Source: an optimization exercise on an open RTL-to-GDS flow (aim: small area). Production flows keep margins and buffers that such runs may drop.
Function was checked by simulation only, so behaviour that the tests miss may differ from the original.

==> flow/design.v, too long to show whole: its modules and the start of the top module <==
// module dwt_mul_array: 1027 lines
// module dwt_fadd: 39 lines
// module dwt_pe: 112 lines
module dwt_pe #(parameter DATA_WIDTH = 32)
(
    input clk,
    input rst,
    input[DATA_WIDTH-1:0] transform1,
    input[DATA_WIDTH-1:0] transform2,
    input[DATA_WIDTH-1:0] transform3,
    input[DATA_WIDTH-1:0] transform4,
    input[DATA_WIDTH-1:0] transform5,
    input[DATA_WIDTH-1:0] transform6,
    input[DATA_WIDTH-1:0] data_in1,
    input[DATA_WIDTH-1:0] data_in2,
    input[DATA_WIDTH-1:0] data_in3,
    input[DATA_WIDTH-1:0] data_in4,
    input[DATA_WIDTH-1:0] data_in5,
    input[DATA_WIDTH-1:0] data_in6,
    output reg [DATA_WIDTH-1:0] data_out
);
  // ...
==> flow/flow/run.sh <==
#!/bin/bash
# The standard layout (standard.sh) with three changes:
#  - port buffers are buf_1, the smallest buffer, instead of the resizer's
#    own pick (clkdlybuf4s50_1);
#  - synthesis extracts full adders (extract_fa) before the quick abc pass of
#    yosys's fine step rather than after it, so the explicit full adders of
#    the RTL map to fa_1 cells without inverters between them;
#  - the final technology mapping uses flow/map.abc (one &nf pass with area
#    recovery) in place of ORFS's ABC script.
# The rest of synthesis is synth_recipe.tcl and ORFS's synth.tcl unchanged, so
# the registers (their inference, names and cells) are the standard ones.
set -euo pipefail
W=$PWD
sed -e "s|^source \$::env(SCRIPTS_DIR)/synth_preamble.tcl\$|&\nlset abc_args 1 $W/flow/map.abc|" \
    -e 's|^  synth -top $::env(DESIGN_NAME) -run fine: {\*}$synth_full_args$|  synth -top $::env(DESIGN_NAME) -run fine:check -noabc {*}$synth_full_args\n  extract_fa\n  techmap -map $::env(ADDER_MAP_FILE)\n  techmap\n  opt -fast\n  abc -fast\n  opt -fast\n  synth -top $::env(DESIGN_NAME) -run check: {*}$synth_full_args|' \
    "$FLOW_HOME/scripts/synth.tcl" > "$W/synth_map.tcl"
grep -q "^lset abc_args 1 " "$W/synth_map.tcl"
grep -q "^  extract_fa$" "$W/synth_map.tcl"
sed "s|source \$::env(SCRIPTS_DIR)/synth.tcl|source $W/synth_map.tcl|" \
    "$W/synth_recipe.tcl" > "$W/synth_recipe_map.tcl"
grep -q "synth_map.tcl" "$W/synth_recipe_map.tcl"
sed "s|SYNTH_SCRIPT=[^ ]*|SYNTH_SCRIPT=$W/synth_recipe_map.tcl|" "$W/standard.sh" > "$W/standard_map.sh"
grep -q "synth_recipe_map.tcl" "$W/standard_map.sh"
export BUFFER_PORTS_ARGS="-buffer_cell sky130_fd_sc_hd__buf_1"
bash "$W/standard_map.sh" > "$W/standard.log" 2>&1
==> flow/flow/map.abc <==
&get -n
&st
&dch
&nf -p -R 20 -F 8
&put
buffer -c
topo
stime -c
upsize -c
dnsize -c
==> flow/standard.sh <==
#!/bin/bash
# synth_recipe.tcl (not shown) runs the flow's synth.tcl, then flattens the netlist and writes it again
# the make line also repeats each setting of config.mk as NAME=value (left out here)
make -C /OpenROAD-flow-scripts/flow DESIGN_CONFIG=/design/flow/config.mk WORK_HOME=/design/flow/orfs CLKGATE_MAP_FILE= SYNTH_SCRIPT=/design/flow/synth_recipe.tcl "${@:-finish}"
==> flow/config.mk <==
export PLATFORM = sky130hd
export DESIGN_NAME = dwt_pe
export DESIGN_NICKNAME = dwt_pe
export VERILOG_FILES = /design/flow/design.v
export SDC_FILE = /design/flow/constraint.sdc
export NUM_CORES = 4
export LEC_CHECK = 0
export ABC_AREA = 1
export CAP_MARGIN = 20
export CORE_MARGIN = 2
export CORE_UTILIZATION = 40
export CTS_BUF_LIST = sky130_fd_sc_hd__clkbuf_8
export CTS_CLUSTER_SIZE = 12
export PLACE_DENSITY = 0.6
export SLEW_MARGIN = 20
==> flow/constraint.sdc <==
create_clock -name core_clock -period 10.0 [get_ports {clk}]
set_input_delay 2.0000 -clock core_clock [delete_from_list [all_inputs] [get_ports {clk}]]
set_output_delay 2.0000 -clock core_clock [all_outputs]
set_load 0.01 [all_outputs]
==> metrics.md, run 1 <==
| Metric | Value |
|---|---|
| Multi-input logic area | `~18000 um2` |
| Antenna viol nets, final | `0` |
| Buffers, non-clock | `537` |
| Worst EP arrival | `9.70 ns` |
| Met1 Routed Length | `about 37 mm` |
| Period utilisation layout | `0.936` |
| Synth Flop Type | `edfxtp_1` |
| CLK BUF | `17` |
| Crit path max-delay cell type | `mux2_2` |
| Max cap viols | `0` |
| Initial detailed-routing violation count | `2436` |
| Met1 usage | `0.383` |
| Final-stage net count | `3855` |
| Synth Warn # | `3` |
| Fill count | `~5600` |
| # clock sinks | `between 150 and 200` |
| Vias per cell | `~5.9` |
| Post-CTS Hold Fix Bufs | `0` |
| M3 GR Usage | `0.0363` |
| Most crowded layer after global routing | `met2` |
| Sequential share of cell area | `0.164` |
| Most instantiated cells after synthesis | `nor2_1, nand2_1, fa_1, ha_1, a21oi_1` |
| Num ports | `418` |
| Layout cells sized above 1 | `0.0743` |
| #MultiIn Comb | `2245` |
| Outcome | `complete, no violations` |
| Post-CTS sizing | `0` |
| FFs & Latches | `170` |
| Most frequent cells in the layout | `nor2_1, buf_1, nand2_1, fa_1, ha_1` |
==> module dwt_fadd, before the edit <==
module dwt_fadd (
    input  [31:0] x,
    input  [31:0] y,
    output [31:0] z
);
    wire [7:0]  ex = x[30:23];
    wire [7:0]  ey = y[30:23];
    wire        e_lt = ex < ey;
    wire        e_eq = ex == ey;
    wire        m_lt = x[22:0] < y[22:0];
    wire        rev  = e_eq & m_lt;            
    wire        swap = e_lt | rev;             
    wire        exc  = (&ex) | (&ey);
    wire        sub  = x[31] ^ y[31];
    wire [7:0]  dxy  = ex - ey;
    wire [7:0]  dyx  = ey - ex;
    wire [7:0]  d    = e_lt ? dyx : dxy;
    wire [7:0]  ea   = e_lt ? ey : ex;
    wire [23:0] sx   = {|ex, x[22:0]};
    wire [23:0] sy   = {|ey, y[22:0]};
    wire [23:0] sa   = e_lt ? sy : sx;
    wire [23:0] sb   = e_lt ? sx : sy;
    wire [23:0] sbs  = sb >> d;
    wire [24:0] S = {1'b0, sa ^ {24{sub & rev}}} + {1'b0, sbs ^ {24{sub & ~rev}}} + {24'd0, sub};
    wire        sbz = rev ? ~(|sa) : ~(|sbs);
    wire [24:0] T = {S[24] & ~sub, S[23:0]};
    reg  [4:0]  sh;
    integer i;
    always @* begin
        sh = 5'd25;
        for (i = 0; i < 24; i = i + 1)
            if (S[i]) sh = 5'd24 - i[4:0];
        if (sbz) sh = 5'd1;
        if (~sub) sh = {4'd0, ~S[24]};
    end
    wire [24:0] N = T << sh;
    wire [7:0]  en = ea + 8'd1 - {3'd0, sh};
    assign z = exc ? 32'd0 : {swap ? y[31] : x[31], en, N[23:1]};
endmodule
==> run 2: changes to the inputs <==
--- a/flow/design.v
+++ b/flow/design.v
@@ -1035,21 +1035,21 @@
     wire        e_lt = ex < ey;
     wire        e_eq = ex == ey;
     wire        m_lt = x[22:0] < y[22:0];
-    wire        rev  = e_eq & m_lt;            
-    wire        swap = e_lt | rev;             
+    wire        swap = e_lt | (e_eq & m_lt);   
     wire        exc  = (&ex) | (&ey);
     wire        sub  = x[31] ^ y[31];
     wire [7:0]  dxy  = ex - ey;
     wire [7:0]  dyx  = ey - ex;
     wire [7:0]  d    = e_lt ? dyx : dxy;
     wire [7:0]  ea   = e_lt ? ey : ex;
+    wire [7:0]  ea1  = ea + 8'd1;
     wire [23:0] sx   = {|ex, x[22:0]};
     wire [23:0] sy   = {|ey, y[22:0]};
-    wire [23:0] sa   = e_lt ? sy : sx;
-    wire [23:0] sb   = e_lt ? sx : sy;
+    wire [23:0] sa   = swap ? sy : sx;
+    wire [23:0] sb   = swap ? sx : sy;
     wire [23:0] sbs  = sb >> d;
-    wire [24:0] S = {1'b0, sa ^ {24{sub & rev}}} + {1'b0, sbs ^ {24{sub & ~rev}}} + {24'd0, sub};
-    wire        sbz = rev ? ~(|sa) : ~(|sbs);
+    wire [24:0] S = {1'b0, sa} + {1'b0, sbs ^ {24{sub}}} + {24'd0, sub};
+    wire        sbz = ~(|sbs);
     wire [24:0] T = {S[24] & ~sub, S[23:0]};
     reg  [4:0]  sh;
     integer i;
@@ -1061,7 +1061,7 @@
         if (~sub) sh = {4'd0, ~S[24]};
     end
     wire [24:0] N = T << sh;
-    wire [7:0]  en = ea + 8'd1 - {3'd0, sh};
+    wire [7:0]  en = ea1 - {3'd0, sh};
     assign z = exc ? 32'd0 : {swap ? y[31] : x[31], en, N[23:1]};
 endmodule
 module dwt_pe #(parameter DATA_WIDTH = 32)
==> run 2 against run 1 <==
Via count grew 0.26%. Core utilization is 0.44 points higher. Still clean. Largest cell class unchanged.
==> metrics.md, run 2 <==
| Metric | Value |
|---|---|
| Vias per cell | `5.97 (+0.41%)` |
| Number of global-route vias before repair | `23141` |
| Synth-to-Final Area Change | `15.7%` |
| Main area contributors after synthesis | `fa_1, edfxtp_1, ha_1, nor2_1, dfxtp_1` |
| Mapped Cells | `2669` |
| Synth Warn # | `3 (unchanged)` |
| Drt total wl | `roughly 90 mm` |
| CTS max path bufs | `2` |
| Largest delay share family, worst path | `compound AO/OA/AOI/OAI gates` |
| Worst slew pin tran | `1.04 ns` |
| All-Layer GR Usage | `0.296` |
| Netlist Area Pre-Place | `23100 um2` |
| Async S/R FF share, synth | `0` |
| DIE AREA | `approximately 60000 um2` |
| Clk_skew | `0.0264 ns` |
| Critical Path Start Type | `register` |
| Critical Path End Type | `register` |
| Post-DP HPWL | `72.4 mm` |
| Highest Clock Rate | `105 MHz` |
| Max_slew headroom | `0.299` |
| Met1 usage | `0.398 (+0.0148)` |
| Sequential area share after synthesis | `0.189` |
| Max cap viols | `0 (unchanged)` |
| Crit path max-delay cell type | `edfxtp_1` |
| Gpl congestion | `1.04` |
| Finished layout cell area | `26800 um2` |
| Pin count of the biggest net entering global routing | `57` |
| Num ports | `418 (unchanged)` |
| WP data required | `10.24 ns` |
| Most frequent cells in the layout | `nor2_1, buf_1, fa_1, nand2_1, a21oi_1` |
| Placement Setup Slack | `~0.19 ns` |
| M3 GR Usage | `0.0388 (+0.00255)` |
| Core region area | `roughly 57000 um2` |
| Root Buffer | `clkbuf_8` |
| Post-CTS Hold Fix Bufs | `0 (unchanged)` |
| Pins Over Slew Limit | `0` |
| Via count | `22928` |
| First-pass GRT wire length | `approximately 140 mm` |
| Die span in x | `245 um` |
| Per-cell routed wire length | `about 23 um` |
| CTS tree | `done` |
| Final-stage net count | `3858 (+0.078%)` |
| Remaining global-route overflow | `0` |
| Slowest cell delay on critical path | `0.46 ns` |
| Worst-skew pair later-pin latency | `0.48 ns` |
| #FFs+latches synth | `170` |
| Final Hold Fails | `0` |
| Setup slack after layout | `0.513 ns` |
| CTS Buf Count | `17` |
| Drc violations | `0` |
| Post-synth EDFFs | `96` |
| Syn_nets | `approximately 3500` |
| M2 GR Usage | `0.474` |
| Netlist cell types | `86` |
| Antenna viol nets, final | `0 (unchanged)` |
| Most crowded layer after global routing | `met2` |
| Crit path kind | `register to register` |
| Synth area leader | `fa_1` |
| Commonest non-fill, non-tap cell in the layout | `nor2_1` |
| Count leader, synth | `nor2_1` |
| Synth Flop Type | `edfxtp_1` |
| Starting density of the core | `0.403` |
| Initial antenna violation count | `2` |
| Period utilisation layout | `0.949 (+0.0130)` |
| Final min period | `9.49 ns` |
| Fill count | `5662 (+0.37%)` |
| # clock sinks | `170 (unchanged)` |
| Syn avg cell area | `8.67 um2` |
| Max FO, Critical Path | `14` |
| Port Buf Inserts | `~420` |
| Top-area cell type share of the netlist area | `0.221` |
| Hold crit path type | `register to register` |
| Layout cells sized above 1 | `0.0902 (+0.0159)` |
| Cell Area, Placed | `between 20000 and 30000 um2` |
| Initial detailed-routing violation count | `2306 (-5.3%)` |
| Final setup fails | `0` |
| Final core utilization | `0.466` |
| Die height | `~240 um` |
| Clk pin slew, worst setup/hold paths | `0.11 ns` |
| H-tree depth | `4` |
| Worst EP arrival | `9.73 ns (+0.03 ns)` |
| Critical path buffers and inverters | `7` |
| DR pass1 iterations | `10` |
| Row cnt | `88` |
| Most instantiated cells after synthesis | `nor2_1, fa_1, nand2_1, a21oi_1, ha_1` |
| Outcome | `complete, no violations` |
run 2: what timing repair did:
action / in CTS / in global routing
setup endpoints to repair: 0 / 111
buffers inserted: 0 / 13
resized for setup: 0 / 52
run 2: metal layers:
metal | routed length (um) | vias to the layer above
met5 | 13 | -
met4 | 4370 | 2
met3 | 6240 | 145
met2 | 41200 | 1058
met1 | 38300 | 11305
li1 | - | 10418
run 2: through the flow:
| step | hold WS [ns] | std cells | setup TNS [ns] |
|---|---|---|---|
| 2_1_floorplan | 0.486 | 2669 | 0 |
| 3_3_place_gp | 0.479 | 3787 | 0 |
| 4_1_cts | 0.498 | 3819 | 0 |
| 5_1_grt | 0.515 | 3837 | -0.0308 |
| 6_report | 0.496 | 3838 | 0 |
| 3_5_place_dp | 0.480 | 3787 | 0 |
run 2: worst min-delay path, stage by stage, from the launching register on:
cell and delay [ns]:
dfxtp_1 0.32, nor2_1 0.09, nor3_1 0.05
run 2: worst paths after layout:
kind / start / end / slack, ns / cells past startpoint
worst max register to register: V[23] / U[30] / 0.51 / 45
worst min-delay path: data_out[29] / data_out[29] / 0.50 / 2
worst min register to register: data_out[29] / data_out[29] / 0.50 / 2
worst max-delay path: V[23] / U[30] / 0.51 / 45
run 2: kinds of logic (layout without fill, tap and decap cells):
| logic type | count (synthesis) | count (layout) | synth area share |
|---|---|---|---|
| muxes | 65 | 65 | 0.0291 |
| AOI/OAI and AO/OA | 684 | 684 | 0.205 |
| adders and majority gates | 414 | 414 | 0.307 |
| xor gates and xnor gates | 92 | 92 | 0.0348 |
| DFF | 170 | 170 | 0.189 |
| buffers and inverters | 265 | 667 | 0.0461 |
| other | 0 | 2 | 0 |
| and+or+nand+nor | 979 | 979 | 0.189 |
run 2: cell type report:
| cell class | instances | area [um2] | share of cell area |
|---|---|---|---|
| antenna | 2 | 5.00 | 0.000187 |
| sequential | 170 | 4370 | 0.163 |
| tap | 765 | 957 | 0.0358 |
| clock inverter | 15 | 194 | 0.00725 |
| clock buffer | 17 | 234 | 0.00874 |
| inverter | 85 | 319 | 0.0119 |
| timing repair buffer | 550 | 2730 | 0.102 |
| multi-input combinational | 2234 | 18000 | 0.671 |
==> run 3: changes to the inputs <==
--- a/flow/config.mk
+++ b/flow/config.mk
@@ -9,7 +9,5 @@
 export CAP_MARGIN = 20
 export CORE_MARGIN = 2
 export CORE_UTILIZATION = 40
-export CTS_BUF_LIST = sky130_fd_sc_hd__clkbuf_8
-export CTS_CLUSTER_SIZE = 12
 export PLACE_DENSITY = 0.6
 export SLEW_MARGIN = 20
==> run 3 against run 2 <==
Still clean. Cell area up 0.37%. Fmax barely moved. Core utilization increased by 0.17 points. Critical endpoint unchanged.
==> metrics.md, run 3 <==
| Metric | Value |
|---|---|
| First-pass GRT wire length | `136 mm (about the same)` |
| Number of global-route vias before repair | `23143 (+0.0086%)` |
| Fin Setup TNS | `0 ns (unchanged)` |
| Worst slew pin tran | `1.02 ns (-0.0154 ns)` |
| #FFs+latches synth | `170 (unchanged)` |
| Final Hold Fails | `0 (unchanged)` |
| Synth area leader | `fa_1` |
| RSZ-0062 raised after global routing | `no` |
| Crit path max-delay cell type | `edfxtp_1` |
| Critical Path End Type | `register` |
| R2R depth | `45 (unchanged)` |
| WP data required | `10.19 ns (-0.05 ns)` |
| Core region area | `57500 um2 (unchanged)` |
| CTS Buf Count | `17 (unchanged)` |
| Multi-input logic area | `17900 um2 (-0.14%)` |
| Netlist cell types | `86 (unchanged)` |
| Hold Crit Endpoint | `data_out[29]` |
| Main combinational cell family by area after synthesis | `adder cells` |
| Largest delay share family, worst path | `compound AO/OA/AOI/OAI gates` |
| Sequential area share after synthesis | `0.189 (unchanged)` |
| CTS tree | `done` |
| Post-CTS Hold Fix Bufs | `0 (unchanged)` |
| Initial antenna violation count | `2 (unchanged)` |
| Critical path buffers and inverters | `7 (unchanged)` |
| Final setup fails | `0 (unchanged)` |
| Count leader, synth | `nor2_1` |
| Antenna viol nets, final | `0 (unchanged)` |
| Fill count | `5652 (-0.18%)` |
| DIE AREA | `59800 um2 (unchanged)` |
| Top-area cell type share of the netlist area | `0.221 (unchanged)` |
| Vias per cell | `5.96 (-0.19%)` |
| Max FO, Critical Path | `19 (+5)` |
| Pins Over Slew Limit | `0 (unchanged)` |
| FF/Latch Area | `4370 um2 (unchanged)` |
| Critical Path Start Type | `register` |
| WHS Path Cells | `2 (unchanged)` |
| Hold Path Origin | `data_out[29]` |
| CTS max path bufs | `2 (unchanged)` |
| Row cnt | `88 (unchanged)` |
| Synth Warn # | `3 (unchanged)` |
| Simple-Gate Fraction of Synth Area | `0.189 (unchanged)` |
| Syn_nets | `3469 (unchanged)` |
| Hold crit path type | `register to register` |
| DR pass1 iterations | `10 (unchanged)` |
| Die span in x | `245 um (unchanged)` |
| Worst EP arrival | `9.68 ns (-0.05 ns)` |
| Initial detailed-routing violation count | `2382 (+3.3%)` |
| Most instantiated cells after synthesis | `nor2_1, fa_1, nand2_1, a21oi_1, ha_1` |
| Netlist Area Pre-Place | `23100 um2 (unchanged)` |
| Final-stage net count | `3854 (-0.10%)` |
| Clk pin slew, worst setup/hold paths | `0.08 ns (-0.03 ns)` |
| Per-cell routed wire length | `23.4 um (-0.57%)` |
| Fraction of the mapped netlist area in adder cells | `0.307 (unchanged)` |
| Clk_skew | `0.0177 ns (-0.00875 ns)` |
| Outcome | `complete, no violations` |
| Die height | `245 um (unchanged)` |
| Mapped Cells | `2669 (unchanged)` |
| Via count | `22866 (-0.27%)` |
| Pin count of the biggest net entering global routing | `57 (unchanged)` |
| Max cap viols | `0 (unchanged)` |
| Max_slew headroom | `0.309 (+0.0104)` |
| Commonest non-fill, non-tap cell in the layout | `nor2_1` |
| Reg2Reg Setup Slack | `0.52 ns (about the same)` |
| Layout cells sized above 1 | `0.0880 (-0.00216)` |
| Worst-skew pair later-pin latency | `0.44 ns (-0.04 ns)` |
| RR Startpoint | `V[25]` |
| Num ports | `418 (unchanged)` |
| Most frequent cells in the layout | `nor2_1, buf_1, fa_1, nand2_1, a21oi_1` |
| RR Endpoint | `U[30]` |
| Root Buffer | `clkbuf_16` |
| H-tree depth | `4 (unchanged)` |
| Proportion of synthesized area in mux cells | `0.0291 (unchanged)` |
| Port Buf Inserts | `417 (unchanged)` |
| XOR/XNOR Fraction of Synth Area | `0.0348 (unchanged)` |
| Drc violations | `0 (unchanged)` |
| Main area contributors after synthesis | `fa_1, edfxtp_1, ha_1, nor2_1, dfxtp_1` |
| Starting density of the core | `0.403 (unchanged)` |
| Final min period | `9.48 ns (-0.00308 ns)` |
| Remaining global-route overflow | `0 (unchanged)` |
| Synth-to-Final Area Change | `16.1%` |
| Post-synth EDFFs | `96 (unchanged)` |
| Synth Area in Compound Gates | `0.205 (unchanged)` |
| Period utilisation layout | `0.948 (about the same)` |
| Synth Flop Type | `edfxtp_1` |
| Gpl congestion | `1.04 (unchanged)` |
| Drt total wl | `89.6 mm (-0.64%)` |
| Highest Clock Rate | `105 MHz (about the same)` |
| Syn avg cell area | `8.67 um2 (unchanged)` |
| Slowest cell delay on critical path | `0.47 ns (about the same)` |
| Placed Cells | `3787 (unchanged)` |
| Final Instance Count excl. Fillers | `3835 (-0.078%)` |
| Crit path kind | `register to register` |
| All-Layer GR Usage | `0.296 (about the same)` |
| Post-DP HPWL | `72.4 mm (unchanged)` |
| Async S/R FF share, synth | `0 (unchanged)` |
| # clock sinks | `170 (unchanged)` |
-- run 3: cell counts after synthesis --
No cell type changed its count.
-- run 3: metal layers --
layer	part of all wire	routed length, um	vias up	global-route usage
met5	0.00015	13	-	0
met4	0.048	4270	2	0.136
met3	0.064	5770	145	0.0378
met2	0.46	41300	1016	0.475
met1	0.43	38200	11287	0.398
li1	-	-	10416	-
-- run 3: repair_timing --
action                     4_1_cts  5_1_grt
setup buffers                    0       11
gates resized for setup          0       48
setup endpoints to repair        0      110
-- run 3: final cells by class --
type	instances	share of cell area
clock buffers	17	0.0158
well taps	765	0.0356
flip-flops and latches	170	0.163
repair buffers	546	0.0991
inverters	85	0.0119
diodes	3	0.000279
multi-input cells	2234	0.668
clock inverters	15	0.00722
-- run 3: how the worst max path moves through the flow --
| stage | from | end | slack (ns) | cells past startpoint |
|---|---|---|---|---|
| global route | U[25] | U[30] | 0.006 | 44 |
| detailed placement | U[26] | U[29] | 0.19 | 43 |
| floorplan | V[26] | U[30] | 0.82 | 43 |
| finish | V[25] | U[30] | 0.52 | 45 |
| global placement | U[26] | U[30] | 0.30 | 44 |
| CTS | U[26] | U[29] | 0.12 | 43 |
-- run 3: cell families (layout without fill, tap and decap cells) --
family | count (synthesis) | count (layout)
AOI/OAI and AO/OA | 684 | 684
xor gates and xnor gates | 92 | 92
adders and majority gates | 414 | 414
buffers and inverters | 265 | 663
DFF | 170 | 170
muxes | 65 | 65
other | 0 | 3
and+or+nand+nor | 979 | 979
-- run 3: metrics by stage --
stage / utilization / setup slack (ns) / instance area (um2) / hold WS [ns]
finish: 0.467 / 0.516 / 26900 / 0.491
global route: 0.467 / 0.00588 / 26900 / 0.509
CTS: 0.462 / 0.122 / 26600 / 0.493
detailed placement: 0.451 / 0.189 / 25900 / 0.480
global placement: 0.451 / 0.298 / 25900 / 0.479
floorplan: - / 0.821 / 23100 / 0.486
-- run 3: worst register-to-register path, delay by kind of cell (launching register included) --
family	cells	cell delay [ns]
AOI/OAI and AO/OA	20	3.86
xor gates and xnor gates	2	0.39
adders and majority gates	4	1.44
buffers and inverters	7	1.05
DFF	1	0.47
and+or+nand+nor	12	2.07
==> run 4: changes to the inputs <==
==> flow/flow/map.abc (replaced) <==
&get -n
&st
&dch
&nf -p -R 50
&put
buffer -c
topo
stime -c
upsize -c
dnsize -c
==> run 4 against run 3 <==
Hold slack better by 0.0058 ns. Sequential cell count is the same. Register-to-register slack gained 0.14 ns. Critical path type unchanged. Clock skew is 0.0059 ns higher. Critical path depth rose by 1. Highest routed layer is now met4. Still clean on timing, DRC and antenna. Largest cell class unchanged. Core utilization rose by 0.10 points.
==> metrics.md, run 4 <==
| Metric | Value |
|---|---|
| Outcome | `complete, no violations` |
| Clk pin slew, worst setup/hold paths | `0.08 ns (about the same)` |
| Post-DP HPWL | `69.5 mm (-3.9%)` |
| Drc violations | `0 (unchanged)` |
| Post-CTS Hold Fix Bufs | `0 (unchanged)` |
| Die height | `243 um (-0.52%)` |
| Sequential area share after synthesis | `0.191 (+0.00202)` |
| Per-cell routed wire length | `22.5 um (-3.7%)` |
| Final Instance Count excl. Fillers | `3762 (-1.9%)` |
| Synth Flop Type | `edfxtp_1` |
| Row cnt | `87 (-1.1%)` |
| Critical path buffers and inverters | `4 (-3)` |
| Syn avg cell area | `8.82 um2 (+1.8%)` |
| Max_slew headroom | `0.299 (-0.0104)` |
| Netlist cell types | `79 (-8.1%)` |
| Core region area | `56500 um2 (-1.7%)` |
| Max cap viols | `0 (unchanged)` |
| CTS Buf Count | `17 (unchanged)` |
| Highest Clock Rate | `107 MHz (+1.5%)` |
| Final core utilization | `0.468 (+0.00104)` |
| Starting density of the core | `0.405 (+0.00264)` |
| Pins Over Slew Limit | `0 (unchanged)` |
| Initial detailed-routing violation count | `2234 (-6.2%)` |
| Max FO, Critical Path | `33 (+14)` |
| Port Buf Inserts | `417 (unchanged)` |
| Period utilisation layout | `0.934 (-0.0144)` |
| CTS max path bufs | `2 (unchanged)` |
| Hold Path Origin | `data_out[12]` |
| Initial antenna violation count | `8 (+6)` |
| Hold slack | `0.497 ns (+0.00576 ns)` |
| DIE AREA | `59200 um2 (-1.0%)` |
| Final setup fails | `0 (unchanged)` |
| Critical Path End Type | `register` |
| Critical Path Start Type | `register` |
| Crit path kind | `register to register` |
| Count leader, synth | `nor2_1` |
| WP data required | `10.16 ns (-0.03 ns)` |
| Num ports | `418 (unchanged)` |
| Root Buffer | `clkbuf_16` |
| Slowest cell delay on critical path | `0.44 ns (-0.03 ns)` |
| Synth Warn # | `3 (unchanged)` |
| Top-area cell type share of the netlist area | `0.223 (+0.00236)` |
| Pin count of the biggest net entering global routing | `58 (+1.8%)` |
| Most frequent cells in the layout | `nor2_1, buf_1, fa_1, nand2_1, a21oi_1` |
| Most instantiated cells after synthesis | `nor2_1, fa_1, nand2_1, a21oi_1, ha_1` |
| Die span in x | `243 um (-0.52%)` |
| Worst EP arrival | `9.50 ns (-0.18 ns)` |
| Final Hold Fails | `0 (unchanged)` |
| H-tree depth | `4 (unchanged)` |
| Via count | `21975 (-3.9%)` |
| Crit path max-delay cell type | `a211oi_1` |
| Netlist Area Pre-Place | `22900 um2 (-1.1%)` |
| Worst-skew pair later-pin latency | `0.45 ns (about the same)` |
| Post-synth EDFFs | `96 (unchanged)` |
| Synth area leader | `fa_1` |
| Vias per cell | `5.84 (-2.0%)` |
| Antenna viol nets, final | `0 (unchanged)` |
| Mapped Cells | `2595 (-2.8%)` |
| Layout cells sized above 1 | `0.0941 (+0.00603)` |
| Gpl congestion | `0.997 (-3.7%)` |
| Async S/R FF share, synth | `0 (unchanged)` |
| Final-stage net count | `3785 (-1.8%)` |
| # clock sinks | `170 (unchanged)` |
| Remaining global-route overflow | `0 (unchanged)` |
| First-pass GRT wire length | `130 mm (-4.5%)` |
| All-Layer GR Usage | `0.283 (-0.0129)` |
| Worst path most repeated cell | `nand3_1` |
| Clk_skew | `0.0236 ns (+0.00591 ns)` |
| Synth-to-Final Area Change | `15.6%` |
| Main area contributors after synthesis | `fa_1, edfxtp_1, ha_1, nor2_1, dfxtp_1` |
| Commonest non-fill, non-tap cell in the layout | `nor2_1` |
| RR Startpoint | `U[27]` |
| Drt total wl | `84.6 mm (-5.6%)` |
| CTS tree | `done` |
| Hold crit path type | `register to register` |
| Largest delay share family, worst path | `compound AO/OA/AOI/OAI gates` |
| Syn_nets | `3395 (-2.1%)` |
| Final min period | `9.34 ns (-0.144 ns)` |
| Placed Cells | `3708 (-2.1%)` |
| CP startpoint | `U[27]` |
| #FFs+latches synth | `170 (unchanged)` |
| DR pass1 iterations | `9 (-1)` |
| Number of global-route vias before repair | `22504 (-2.8%)` |
| Worst slew pin tran | `1.05 ns (+0.0287 ns)` |
[run 4: cell count changes after synthesis, moves of 10 or more]
cell      change
nand4_1      -10
clkbuf_1     -13
nand3_1      -22
o31ai_1      -11
nor3_1       -17
o21ai_1      +39
o21ai_0      -64
nand2_1      -12
nor2_1       +47
mux2i_1      +45
a211oi_1     -30
o211ai_1     -10
[run 4: path summary, 6_finish.rpt]
kind	slack, ns	to	cells after the start
max reg2reg	0.66	U[16]	46
min	0.50	data_out[12]	2
min reg2reg	0.50	data_out[12]	2
max	0.66	U[16]	46
[run 4: repair_timing]
action | in CTS | in global routing
setup endpoints to repair | 0 | 108
resized for setup | 0 | 29
buffers inserted | 0 | 12
[run 4: logic make-up (layout without fill, tap and decap cells)]
family | after synthesis | in the layout | synth area share
other | 0 | 8 | 0
DFF | 170 | 170 | 0.191
buffers and inverters | 251 | 654 | 0.0471
AOI/OAI and AO/OA | 586 | 586 | 0.177
and+or+nand+nor | 960 | 960 | 0.185
xor gates and xnor gates | 98 | 98 | 0.0375
muxes | 116 | 116 | 0.0527
adders and majority gates | 414 | 414 | 0.310
[run 4: area by class of cell]
| class | instances | area [um2] |
|---|---|---|
| diodes | 8 | 20.0 |
| clock buffers | 17 | 425 |
| clock inverters | 15 | 176 |
| fillers | 5490 | 30000 |
| inverters | 81 | 307 |
| multi-input cells | 2174 | 17600 |
| flip-flops and latches | 170 | 4370 |
| well taps | 756 | 946 |
| repair buffers | 541 | 2580 |
[run 4: worst reg2reg max path, delay by kind of cell (launching register included)]
family	cells	cell delay, ns
buffers and inverters	4	0.66
flip-flops	1	0.42
multiplexers	4	1.13
AO/OA/AOI/OAI	19	3.80
adder cells (fa/ha/maj)	3	1.23
AND/OR/NAND/NOR	14	1.62
XOR/XNOR	2	0.20
[run 4: through the flow]
step / setup TNS (ns) / worst slack [ns] / instance area, um2
detailed placement: 0 / 0.161 / 25600
global placement: 0 / 0.341 / 25600
global route: -0.0562 / -0.0225 / 26500
finish: 0 / 0.660 / 26500
CTS: 0 / 0.108 / 26200
floorplan: 0 / 0.711 / 22900
[run 4: layer usage]
layer | up-vias | track usage | share of wire
li1 | 10027 | - | -
met1 | 10762 | 0.375 | 0.43
met2 | 1030 | 0.444 | 0.45
met3 | 156 | 0.0513 | 0.073
met4 | 0 | 0.141 | 0.051
met5 | - | 0 | 0
==> run 5: changes to the inputs <==
--- a/flow/flow/run.sh
+++ b/flow/flow/run.sh
@@ -6,7 +6,9 @@
 #    yosys's fine step rather than after it, so the explicit full adders of
 #    the RTL map to fa_1 cells without inverters between them;
 #  - the final technology mapping uses flow/map.abc (one &nf pass with area
-#    recovery) in place of ORFS's ABC script.
+#    recovery) in place of ORFS's ABC script;
+#  - after global routing, ORFS's own power recovery (RECOVER_POWER, which
+#    downsizes gates on paths with positive slack) runs on 100% of those paths.
 # The rest of synthesis is synth_recipe.tcl and ORFS's synth.tcl unchanged, so
 # the registers (their inference, names and cells) are the standard ones.
 set -euo pipefail
@@ -22,4 +24,5 @@
 sed "s|SYNTH_SCRIPT=[^ ]*|SYNTH_SCRIPT=$W/synth_recipe_map.tcl|" "$W/standard.sh" > "$W/standard_map.sh"
 grep -q "synth_recipe_map.tcl" "$W/standard_map.sh"
 export BUFFER_PORTS_ARGS="-buffer_cell sky130_fd_sc_hd__buf_1"
+export RECOVER_POWER=100
 bash "$W/standard_map.sh" > "$W/standard.log" 2>&1
==> run 5 against run 4 <==
The layout now fails its checks (capacitance limit, slew limit). Via count decreased by 0.35%. Cell area about the same. Sequential share of layout area hardly changed. Synthesized cell count unchanged. Final cell count is the same. Critical path depth unchanged. Setup slack gained 0.021 ns.
==> metrics.md, run 5 <==
| Metric | Value |
|---|---|
| Hold Crit Endpoint | `data_out[8]` |
| Hold Path Origin | `data_out[8]` |
| Most instantiated cells after synthesis | `nor2_1, fa_1, nand2_1, a21oi_1, ha_1` |
| Critical Path Start Type | `register` |
| Vias per cell | `5.82 (-0.35%)` |
| Cell Area, Placed | `25600 um2 (unchanged)` |
| Worst path most repeated cell | `nand3_1` |
| Synth Flop Type | `edfxtp_1` |
| First-pass GRT wire length | `130 mm (unchanged)` |
| Critical Path End Type | `register` |
| Pins Over Slew Limit | `143 (+143)` |
| Max FO, Critical Path | `33 (unchanged)` |
| Antenna viol nets, final | `0 (unchanged)` |
| Port Buf Inserts | `417 (unchanged)` |
| CTS Buf Count | `17 (unchanged)` |
| Clk pin slew, worst setup/hold paths | `0.09 ns (about the same)` |
| Multi-input logic area | `17600 um2 (unchanged)` |
| # clock sinks | `170 (unchanged)` |
| Remaining global-route overflow | `0 (unchanged)` |
| Synth-to-Final Area Change | `15.5% (about the same)` |
| Highest Clock Rate | `107 MHz (+0.23%)` |
| Via count | `21898 (-0.35%)` |
| Commonest non-fill, non-tap cell in the layout | `nor2_1` |
| Final Hold Fails | `0 (unchanged)` |
| #FFs+latches synth | `170 (unchanged)` |
| Post-DP HPWL | `69.5 mm (unchanged)` |
| Row cnt | `87 (unchanged)` |
| CTS max path bufs | `2 (unchanged)` |
| Drt total wl | `84.6 mm (about the same)` |
| Starting density of the core | `0.405 (unchanged)` |
| Crit path kind | `register to register` |
| SO Viols | `capacitance limit, slew limit` |
| Clk_skew | `0.0219 ns (-0.00171 ns)` |
| Syn_nets | `3395 (unchanged)` |
| Root Buffer | `clkbuf_16` |
| Per-cell routed wire length | `22.5 um (about the same)` |
| Period utilisation layout | `0.932 (-0.00211)` |
| Mapped Cells | `2595 (unchanged)` |
| Final min period | `9.32 ns (-0.0211 ns)` |
| Final setup fails | `0 (unchanged)` |
| Count leader, synth | `nor2_1` |
| WP data required | `10.16 ns (about the same)` |
| Drc violations | `0 (unchanged)` |
| Worst-skew pair later-pin latency | `0.45 ns (about the same)` |
| Layout cells sized above 1 | `0.0921 (-0.00200)` |
| Max_slew headroom | `-0.472 (-0.771)` |
| Gpl congestion | `0.997 (unchanged)` |
| WHS Path Cells | `2 (unchanged)` |
| Main area contributors after synthesis | `fa_1, edfxtp_1, ha_1, nor2_1, dfxtp_1` |
| Initial detailed-routing violation count | `2178 (-2.5%)` |
| Synth area leader | `fa_1` |
| Post-synth EDFFs | `96 (unchanged)` |
| Syn avg cell area | `8.82 um2 (unchanged)` |
| Core region area | `56500 um2 (unchanged)` |
| Number of global-route vias before repair | `22504 (unchanged)` |
| Slowest cell delay on critical path | `0.43 ns (about the same)` |
| Async S/R FF share, synth | `0 (unchanged)` |
| Outcome | `finished with violations` |
| Final core utilization | `0.468 (about the same)` |
| Top-area cell type share of the netlist area | `0.223 (unchanged)` |
| Worst slew pin tran | `2.21 ns (+1.16 ns)` |
| Sequential area share after synthesis | `0.191 (unchanged)` |
| H-tree depth | `4 (unchanged)` |
| Fill count | `5492 (+0.036%)` |
| DR pass1 iterations | `13 (+4)` |
| Hold crit path type | `register to register` |
| Die height | `243 um (unchanged)` |
| FF/Latch Area | `4360 um2 (about the same)` |
| Finished layout cell area | `26400 um2 (about the same)` |
| RR Endpoint | `U[16]` |
| CTS tree | `done` |
| Reg2Reg Setup Slack | `0.68 ns (+0.02 ns)` |
| Pin count of the biggest net entering global routing | `58 (unchanged)` |
| Synth Warn # | `3 (unchanged)` |
| Crit path max-delay cell type | `fa_2` |
| All-Layer GR Usage | `0.283 (unchanged)` |
| Die span in x | `243 um (unchanged)` |
| Netlist cell types | `79 (unchanged)` |
| Final-stage net count | `3785 (unchanged)` |
| Initial antenna violation count | `8 (unchanged)` |
| Max cap viols | `4 (+4)` |
| Netlist Area Pre-Place | `22900 um2 (unchanged)` |
| Most frequent cells in the layout | `nor2_1, buf_1, fa_1, nand2_1, a21oi_1` |
| RR Startpoint | `U[27]` |
| DIE AREA | `59200 um2 (unchanged)` |
| Num ports | `418 (unchanged)` |
| Worst EP arrival | `9.48 ns (-0.02 ns)` |
| R2R depth | `46 (unchanged)` |
## run 5: worst max path at each step
stage	startpoint	to	slack, ns	cells after the start
after CTS	V[26]	U[30]	0.11	48
after global placement	U[26]	U[30]	0.34	50
after floorplan	V[26]	U[30]	0.71	48
final	U[27]	U[16]	0.68	46
after detailed placement	V[26]	U[30]	0.16	49
after global routing	U[27]	V[30]	-0.02	50
## run 5: worst max-delay path, delay by kind of cell (launching register included)
family / cells / cell delay, ns
xor gates and xnor gates: 2 / 0.20
adders and majority gates: 3 / 1.23
DFF: 1 / 0.41
muxes: 4 / 1.13
AOI/OAI and AO/OA: 19 / 3.71
and+or+nand+nor: 14 / 1.63
buffers and inverters: 4 / 0.66
## run 5: repair_timing
| item | CTS | global route |
|---|---|---|
| hold buffers | 0 | 0 |
| gates resized for setup | 0 | 29 |
| setup endpoints to repair | 0 | 108 |
| setup buffers | 0 | 12 |
## run 5: layer usage
| metal | routed length (um) | global-route usage | vias up |
|---|---|---|---|
| li1 | - | - | 10031 |
| met1 | 36000 | 0.375 | 10679 |
| met3 | 6330 | 0.0513 | 153 |
| met2 | 37900 | 0.444 | 1035 |
| met4 | 4320 | 0.141 | 0 |
| met5 | 0 | 0 | - |
## run 5: logic make-up after synthesis
family | after synthesis | synth area share
simple gates | 960 | 0.185
mux | 116 | 0.0527
flops | 170 | 0.191
compound gates | 586 | 0.177
xor+xnor | 98 | 0.0375
buf+inv | 251 | 0.0471
fa+ha+maj | 414 | 0.310
## run 5: area by class of cell
cell class                 instances  area share
clock inverter                    15     0.00667
antenna                            8    0.000757
inverter                          81      0.0116
tap                              756      0.0358
multi-input combinational       2174       0.667
timing repair buffer             541      0.0970
clock buffer                      17      0.0161
sequential                       170       0.165
## run 5: metrics by stage
step	setup TNS [ns]	instances	hold WS [ns]	setup slack (ns)
after detailed placement	0	3708	0.478	0.161
after CTS	0	3740	0.497	0.108
after global routing	-0.0562	3762	0.520	-0.0225
final	0	3762	0.496	0.681
after floorplan	0	2595	0.486	0.711
after global placement	0	3708	0.480	0.341
==> run 6: changes to the inputs <==
--- a/flow/flow/run.sh
+++ b/flow/flow/run.sh
@@ -8,7 +8,7 @@
 #  - the final technology mapping uses flow/map.abc (one &nf pass with area
 #    recovery) in place of ORFS's ABC script;
 #  - after global routing, ORFS's own power recovery (RECOVER_POWER, which
-#    downsizes gates on paths with positive slack) runs on 100% of those paths.
+#    downsizes gates on paths with positive slack) runs on 50% of those paths.
 # The rest of synthesis is synth_recipe.tcl and ORFS's synth.tcl unchanged, so
 # the registers (their inference, names and cells) are the standard ones.
 set -euo pipefail
@@ -24,5 +24,5 @@
 sed "s|SYNTH_SCRIPT=[^ ]*|SYNTH_SCRIPT=$W/synth_recipe_map.tcl|" "$W/standard.sh" > "$W/standard_map.sh"
 grep -q "synth_recipe_map.tcl" "$W/standard_map.sh"
 export BUFFER_PORTS_ARGS="-buffer_cell sky130_fd_sc_hd__buf_1"
-export RECOVER_POWER=100
+export RECOVER_POWER=50
 bash "$W/standard_map.sh" > "$W/standard.log" 2>&1
==> run 6 against run 5 <==
The layout still fails its checks (capacitance limit, slew limit). Setup slack unchanged. Via count did not move. Hold slack unchanged. Area after synthesis is the same. Clock-buffer cell count is the same. Die area unchanged. Critical path depth stayed put. Critical endpoint unchanged.
==> metrics.md, run 6 <==
| Metric | Value |
|---|---|
| Finished layout cell area | `26400 um2 (unchanged)` |
| Async S/R FF share, synth | `0 (unchanged)` |
| Final setup fails | `0 (unchanged)` |
| Clk_skew | `0.0219 ns (unchanged)` |
| Main area contributors after synthesis | `fa_1, edfxtp_1, ha_1, nor2_1, dfxtp_1` |
| First-pass GRT wire length | `130 mm (unchanged)` |
| Die height | `243 um (unchanged)` |
| Pin count of the biggest net entering global routing | `58 (unchanged)` |
| #FFs+latches synth | `170 (unchanged)` |
| WP data required | `10.16 ns (about the same)` |
| Count leader, synth | `nor2_1` |
| Final-stage net count | `3785 (unchanged)` |
| Final min period | `9.32 ns (unchanged)` |
| Drc violations | `0 (unchanged)` |
| SO Viols | `capacitance limit, slew limit` |
| Root Buffer | `clkbuf_16` |
| Cell Area, Placed | `25600 um2 (unchanged)` |
| Max cap viols | `4 (unchanged)` |
| All-Layer GR Usage | `0.283 (unchanged)` |
| Number of global-route vias before repair | `22504 (unchanged)` |
| Placement Setup Slack | `0.161 ns (unchanged)` |
| Synth area leader | `fa_1` |
| Critical Path Start Type | `register` |
| Per-cell routed wire length | `22.5 um (unchanged)` |
| Synth-to-Final Area Change | `15.5% (unchanged)` |
| Pins Over Slew Limit | `143 (unchanged)` |
| Max FO, Critical Path | `33 (unchanged)` |
| Synth Warn # | `3 (unchanged)` |
| Hold slack | `0.496 ns (unchanged)` |
| Period utilisation layout | `0.932 (unchanged)` |
| Worst EP arrival | `9.48 ns (about the same)` |
| Outcome | `finished with violations` |
| Clk pin slew, worst setup/hold paths | `0.09 ns (about the same)` |
| Worst path most repeated cell | `nand3_1` |
| Max_slew headroom | `-0.472 (unchanged)` |
| Sequential area share after synthesis | `0.191 (unchanged)` |
| CTS tree | `done` |
| DIE AREA | `59200 um2 (unchanged)` |
| Slowest cell delay on critical path | `0.43 ns (about the same)` |
| Antenna viol nets, final | `0 (unchanged)` |
| Syn avg cell area | `8.82 um2 (unchanged)` |
| H-tree depth | `4 (unchanged)` |
| Highest Clock Rate | `107 MHz (unchanged)` |
| Vias per cell | `5.82 (unchanged)` |
| DR pass1 iterations | `13 (unchanged)` |
| Commonest non-fill, non-tap cell in the layout | `nor2_1` |
| Mapped Cells | `2595 (unchanged)` |
| CTS Buf Count | `17 (unchanged)` |
| Post-CTS Hold Fix Bufs | `0 (unchanged)` |
| Row cnt | `87 (unchanged)` |
| Fill count | `5492 (unchanged)` |
| Drt total wl | `84.6 mm (unchanged)` |
| Initial antenna violation count | `8 (unchanged)` |
| Via count | `21898 (unchanged)` |
| Crit path kind | `register to register` |
| Most frequent cells in the layout | `nor2_1, buf_1, fa_1, nand2_1, a21oi_1` |
| Final Hold Fails | `0 (unchanged)` |
| Syn_nets | `3395 (unchanged)` |
| Num ports | `418 (unchanged)` |
| Most instantiated cells after synthesis | `nor2_1, fa_1, nand2_1, a21oi_1, ha_1` |
| Remaining global-route overflow | `0 (unchanged)` |
| Port Buf Inserts | `417 (unchanged)` |
| Post-synth EDFFs | `96 (unchanged)` |
| CTS max path bufs | `2 (unchanged)` |
| Synth Flop Type | `edfxtp_1` |
| Critical Path End Type | `register` |
| Netlist cell types | `79 (unchanged)` |
| Layout cells sized above 1 | `0.0921 (unchanged)` |
| Gpl congestion | `0.997 (unchanged)` |
| Worst-skew pair later-pin latency | `0.45 ns (about the same)` |
| Post-DP HPWL | `69.5 mm (unchanged)` |
| Hold crit path type | `register to register` |
| Top-area cell type share of the netlist area | `0.223 (unchanged)` |
| Worst slew pin tran | `2.21 ns (unchanged)` |
| Starting density of the core | `0.405 (unchanged)` |
| Setup slack after layout | `0.681 ns (unchanged)` |
| Crit path max-delay cell type | `fa_2` |
| Die span in x | `243 um (unchanged)` |
| # clock sinks | `170 (unchanged)` |
| Initial detailed-routing violation count | `2178 (unchanged)` |
| Netlist Area Pre-Place | `22900 um2 (unchanged)` |
| Core region area | `56500 um2 (unchanged)` |
run 6: path summary, 6_finish.rpt:
path                            cells after the start  slack [ns]          end         from
worst max-delay path                               46        0.68        U[16]        U[27]
worst min-delay path                                2        0.50  data_out[8]  data_out[8]
worst max register to register                     46        0.68        U[16]        U[27]
worst min register to register                      2        0.50  data_out[8]  data_out[8]
run 6: what timing repair did:
action	4_1_cts	5_1_grt
endpoints found under the setup margin	0	108
gates resized for setup	0	29
buffers inserted	0	12
run 6: kinds of logic (layout without fill, tap and decap cells):
| logic type | after synthesis | after routing | synth area share |
|---|---|---|---|
| xor gates and xnor gates | 98 | 98 | 0.0375 |
| muxes | 116 | 116 | 0.0527 |
| buffers and inverters | 251 | 654 | 0.0471 |
| DFF | 170 | 170 | 0.191 |
| AOI/OAI and AO/OA | 586 | 586 | 0.177 |
| adders and majority gates | 414 | 414 | 0.310 |
| other | 0 | 8 | 0 |
| and+or+nand+nor | 960 | 960 | 0.185 |
run 6: area by class of cell:
class	instances	area, um2	area share
Clock buffer	17	425	0.0161
Inverter	81	307	0.0116
Clock inverter	15	176	0.00667
Tap cell	756	946	0.0358
Antenna cell	8	20.0	0.000757
Sequential cell	170	4360	0.165
Timing Repair Buffer	541	2570	0.0970
Multi-Input combinational cell	2174	17600	0.667
run 6: stage by stage:
| step | std cells | utilization | TNS (ns) |
|---|---|---|---|
| finish | 3762 | 0.468 | 0 |
| global route | 3762 | 0.468 | -0.0562 |
| CTS | 3740 | 0.463 | 0 |
| detailed placement | 3708 | 0.453 | 0 |
| global placement | 3708 | 0.453 | 0 |
| floorplan | 2595 | - | 0 |
run 6: worst max-delay path, delay by kind of cell (launching register included):
kind / cells / cell delay, ns
DFF: 1 / 0.41
adders and majority gates: 3 / 1.23
muxes: 4 / 1.13
xor gates and xnor gates: 2 / 0.20
and+or+nand+nor: 14 / 1.63
AOI/OAI and AO/OA: 19 / 3.71
buffers and inverters: 4 / 0.66
run 6: per-layer routing:
metal | share of wire | track usage | routed length (um) | vias up
li1 | - | - | - | 10031
met1 | 0.43 | 0.375 | 36000 | 10679
met2 | 0.45 | 0.444 | 37900 | 1035
met3 | 0.075 | 0.0513 | 6330 | 153
met4 | 0.051 | 0.141 | 4320 | 0
met5 | 0 | 0 | 0 | -

## re-timing with driven ports
The results above use ideal ports. As a check the final layouts listed here were re-extracted and re-timed, cells and wires unchanged. Step 1, drivers: a clkbuf_16 drives clk and a buf_2 each remaining input, both assumed. Step 2 times the ports against the registers' clock, not the clock port: input delays grow and output delays shrink by t, the midpoint of the rising clock arrivals with the driver on. Slacks: no drivers / after step 1 / after step 2; pairs: no drivers / after step 1.
run	shift t [ns]	slack for setup (ns)	worst data-port slew with drivers (ns)
run 1	0.502	0.644 / 0.644 / 0.369	0.21
run 2	0.516	0.513 / 0.513 / 0.513	0.08
run 3	0.484	0.516 / 0.516 / 0.516	0.08
run 4	0.478	0.660 / 0.660 / 0.541	0.23
run 5	0.479	0.681 / 0.681 / 0.450	0.23
run 6	0.479	0.681 / 0.681 / 0.450	0.23
For run 1, which loses most, drivers alone change the setup slack by 0.000 ns; drivers and shift together by -0.275 ns.
